Background: an optimization exercise with open tools, aiming at small area. Do not read the settings as production practice. Only simulation tests tie the RTL to the original design; equivalence was not proved.

==> try-yarrow: inputs <==
// Cordic
module Cordic(clk,rst,phase_step,xin,yin,xout,yout);
input clk;
input rst;
input signed [31:0] phase_step;
input signed [15:0] xin,yin;
output signed [21:0] xout,yout;
reg [31:0] phase_acc;
wire [31:0] ap_s;
wire ap_c1;
FA ap_f0 (.a(phase_acc[0]), .b(phase_step[0]), .c(1'b0), .s(ap_s[0]), .co(ap_c1));
wire ap_c2;
FA ap_f1 (.a(phase_acc[1]), .b(phase_step[1]), .c(ap_c1), .s(ap_s[1]), .co(ap_c2));
wire ap_c3;
FA ap_f2 (.a(phase_acc[2]), .b(phase_step[2]), .c(ap_c2), .s(ap_s[2]), .co(ap_c3));
wire ap_c4;
FA ap_f3 (.a(phase_acc[3]), .b(phase_step[3]), .c(ap_c3), .s(ap_s[3]), .co(ap_c4));
wire ap_c5;
FA ap_f4 (.a(phase_acc[4]), .b(phase_step[4]), .c(ap_c4), .s(ap_s[4]), .co(ap_c5));
wire ap_z5;
wire ap_k6;
HA ap_h5 (.a(phase_acc[5]), .b(phase_step[5]), .s(ap_z5), .co(ap_k6));
wire ap_u6;
HA ap_hi5 (.a(ap_z5), .b(ap_c5), .s(ap_s[5]), .co(ap_u6));
wire ap_z6;
wire ap_k7;
FA ap_f6 (.a(phase_acc[6]), .b(phase_step[6]), .c(ap_k6), .s(ap_z6), .co(ap_k7));
wire ap_T6 = ap_z5;
wire ap_u7;
HA ap_hi6 (.a(ap_z6), .b(ap_u6), .s(ap_s[6]), .co(ap_u7));
wire ap_z7;
wire ap_k8;
FA ap_f7 (.a(phase_acc[7]), .b(phase_step[7]), .c(ap_k7), .s(ap_z7), .co(ap_k8));
wire ap_T7 = ap_T6 & ap_z6;
XO ap_x7 (.a(ap_z7), .b(ap_u7), .y(ap_s[7]));
wire ap_z8;
wire ap_k9;
FA ap_f8 (.a(phase_acc[8]), .b(phase_step[8]), .c(ap_k8), .s(ap_z8), .co(ap_k9));
wire ap_T8 = ap_T7 & ap_z7;
wire ap_u8 = ap_c5 & ap_T8;
wire ap_u9;
HA ap_hi8 (.a(ap_z8), .b(ap_u8), .s(ap_s[8]), .co(ap_u9));
wire ap_z9;
wire ap_k10;
FA ap_f9 (.a(phase_acc[9]), .b(phase_step[9]), .c(ap_k9), .s(ap_z9), .co(ap_k10));
wire ap_T9 = ap_T8 & ap_z8;
wire ap_u10;
HA ap_hi9 (.a(ap_z9), .b(ap_u9), .s(ap_s[9]), .co(ap_u10));
  ...
Settings: LEC_CHECK=0, CAP_MARGIN=20, CORE_MARGIN=2, CORE_UTILIZATION=80, CTS_CLUSTER_DIAMETER=80, CTS_CLUSTER_SIZE=25, SLEW_MARGIN=20, SYNTH_HIERARCHICAL=1, SYNTH_MINIMUM_KEEP_SIZE=0; clock period 5.0 ns.
run.sh (not shown) runs the stock make flow with config.mk's settings and CLKGATE_MAP_FILE= SYNTH_SCRIPT=/design/flow/synth_recipe.tcl, a recipe that flattens the netlist after the stock synthesis.
==> try-nickel: changes against try-yarrow <==
==> flow/flow/run.sh (new file) <==
#!/bin/bash
# The standard layout (the standard.sh, standard synthesis) with two changes to how
# cells are sized: the synthesis buffers are removed at floorplan instead of running the
# floorplan-stage timing repair on the unplaced netlist, and after global routing cells on
# paths with positive slack are downsized again (RECOVER_POWER). ORFS writes each step's
# full log under orfs/logs; make's own output goes to flow_make.log here.
set -euo pipefail
bash standard.sh REMOVE_ABC_BUFFERS=1 RECOVER_POWER=100 finish > flow_make.log 2>&1
==> flow/standard.sh (new file) <==
#!/bin/bash
# synth_recipe.tcl (not shown) runs the flow's synth.tcl, then flattens the netlist and writes it again
# the make line also repeats each setting of config.mk as NAME=value (left out here)
make -C /OpenROAD-flow-scripts/flow DESIGN_CONFIG=/design/flow/config.mk WORK_HOME=/design/flow/orfs CLKGATE_MAP_FILE= SYNTH_SCRIPT=/design/flow/synth_recipe.tcl "${@:-finish}"
CORE_UTILIZATION = 70   (was 80)
CTS_CLUSTER_DIAMETER = 90   (was 80)
CTS_CLUSTER_SIZE = 30   (was 25)
removed: flow/run.sh
==> comparison table <==
| metric | try-nickel | try-yarrow |
|---|---|---|
| GR Layer Usage met3 | 3.92% | 3.43% |
| Max-capacitance violation count | 1 | 0 |
| Met2 Usage GRT | 42.7% | 61.3% |
| Status | failed layout checks | finished clean |
| Violated checks | capacitance limit, slew limit | - |
| Clock insertion delay at the later pin of the skew report | 700 ps | 650 ps |
| GP Congestion | 0.881 | 0.896 |
| Drt pass-1 iters | 5 | 6 |
| Sum of net half-perimeters after detailed placement | 101,000 um | 109,000 um |
| Final worst slack | 137 ps | 94.1 ps |
| FF-to-FF End | ZL1[29]$_DFF_P_ | ZL8[22]$_DFF_P_ |
| Sequential fraction of total cell area | 37.1% | 37.0% |
| Share of cell area taken by multi-input logic gates | 54.5% | 54.6% |

========
==> v27 <==
Another version of the RTL of Cordic (not shown whole).
// Cordic
module Cordic(clk,rst,phase_step,xin,yin,xout,yout);
input clk;
input rst;
input signed [31:0] phase_step;
input signed [15:0] xin,yin;
output signed [21:0] xout,yout;
reg [31:0] phase_acc;
wire [31:0] ap_s;
wire ap_c1;
FA ap_f0 (.a(phase_acc[0]), .b(phase_step[0]), .c(1'b0), .s(ap_s[0]), .co(ap_c1));
wire ap_c2;
FA ap_f1 (.a(phase_acc[1]), .b(phase_step[1]), .c(ap_c1), .s(ap_s[1]), .co(ap_c2));
wire ap_c3;
FA ap_f2 (.a(phase_acc[2]), .b(phase_step[2]), .c(ap_c2), .s(ap_s[2]), .co(ap_c3));
wire ap_c4;
FA ap_f3 (.a(phase_acc[3]), .b(phase_step[3]), .c(ap_c3), .s(ap_s[3]), .co(ap_c4));
wire ap_c5;
FA ap_f4 (.a(phase_acc[4]), .b(phase_step[4]), .c(ap_c4), .s(ap_s[4]), .co(ap_c5));
wire ap_z5;
wire ap_k6;
HA ap_h5 (.a(phase_acc[5]), .b(phase_step[5]), .s(ap_z5), .co(ap_k6));
wire ap_u6;
HA ap_hi5 (.a(ap_z5), .b(ap_c5), .s(ap_s[5]), .co(ap_u6));
wire ap_z6;
wire ap_k7;
FA ap_f6 (.a(phase_acc[6]), .b(phase_step[6]), .c(ap_k6), .s(ap_z6), .co(ap_k7));
wire ap_T6 = ap_z5;
wire ap_u7;
HA ap_hi6 (.a(ap_z6), .b(ap_u6), .s(ap_s[6]), .co(ap_u7));
wire ap_z7;
wire ap_k8;
FA ap_f7 (.a(phase_acc[7]), .b(phase_step[7]), .c(ap_k7), .s(ap_z7), .co(ap_k8));
wire ap_T7 = ap_T6 & ap_z6;
XO ap_x7 (.a(ap_z7), .b(ap_u7), .y(ap_s[7]));
wire ap_z8;
wire ap_k9;
FA ap_f8 (.a(phase_acc[8]), .b(phase_step[8]), .c(ap_k8), .s(ap_z8), .co(ap_k9));
wire ap_T8 = ap_T7 & ap_z7;
wire ap_u8 = ap_c5 & ap_T8;
wire ap_u9;
HA ap_hi8 (.a(ap_z8), .b(ap_u8), .s(ap_s[8]), .co(ap_u9));
wire ap_z9;
wire ap_k10;
FA ap_f9 (.a(phase_acc[9]), .b(phase_step[9]), .c(ap_k9), .s(ap_z9), .co(ap_k10));
wire ap_T9 = ap_T8 & ap_z8;
wire ap_u10;
  ...
Settings: LEC_CHECK=0, CAP_MARGIN=20, CORE_MARGIN=2, CORE_UTILIZATION=70, CTS_CLUSTER_DIAMETER=80, CTS_CLUSTER_SIZE=25, SLEW_MARGIN=20, SYNTH_HIERARCHICAL=1, SYNTH_MINIMUM_KEEP_SIZE=0; clock period 5.0 ns.
Stock flow here: none of the scripts above is used.
==> inputs of v30, as changes to v27 <==
Settings changed: CTS_CLUSTER_DIAMETER 80 to 100, CTS_CLUSTER_SIZE 25 to 30.
==> qor summary <==
quantity                                                   v30             v27
Vias in the first global route                           45340           45590
Worst Clk Skew                                        24.07 ps        24.14 ps
CP endpoint                                            Y15[18]         X12[18]
Final-layout fill cell count                              7101            7024
Stages on the worst setup path                              16              15
Total wire length after detailed routing              139.0 mm        139.7 mm
Global routing usage on met2                            44.46%          43.98%
Relative slew slack                                     42.36%          46.43%
Overall fraction of global-route tracks in use          26.59%          26.80%
Maximum frequency from static timing analysis        204.8 MHz       205.6 MHz
Number of buffers added for setup after CTS                  1               3
Met2 routed WL                                        66.56 mm        66.00 mm
Final cell count without fillers                          7814            7839
Result of the run                               finished clean  finished clean
Layout clock buffers                                        67              87
Met1 Resource Use GR                                    37.68%          37.37%

-- what the ideal ports hide --
In the flow no input, the clock included, has a driving cell. The finished layouts below were timed again as built, in two steps. Step 1 assumes that a clkbuf_16 drives the clock port and a buf_2 every other input. Step 2 also shifts input and output timing later by t, the mid clock arrival at the registers, as if the neighbouring blocks saw the same clock. a / b / c = ideal ports / drivers / drivers and shift; a / b = the first two.
run | shift t [ns] | slack for setup (ns) | worst setup path at the end | worst register clock-pin slew, ns | worst slew at a driven data input, ns
try-yarrow | 0.707 | 0.094 / 0.094 / -0.479 | input to register | 0.11 / 0.11 | 0.10
try-nickel | 0.760 | 0.137 / 0.137 / -0.563 | input to register | 0.11 / 0.11 | 0.10
v27 | 0.728 | 0.135 / 0.135 / -0.359 | input to register | 0.11 / 0.11 | 0.05
v30 | 0.766 | 0.118 / 0.118 / -0.343 | input to register | 0.12 / 0.12 | 0.05
The setup slack of try-nickel, which loses most, moves by 0.000 ns with the drivers and by -0.700 ns with both steps.
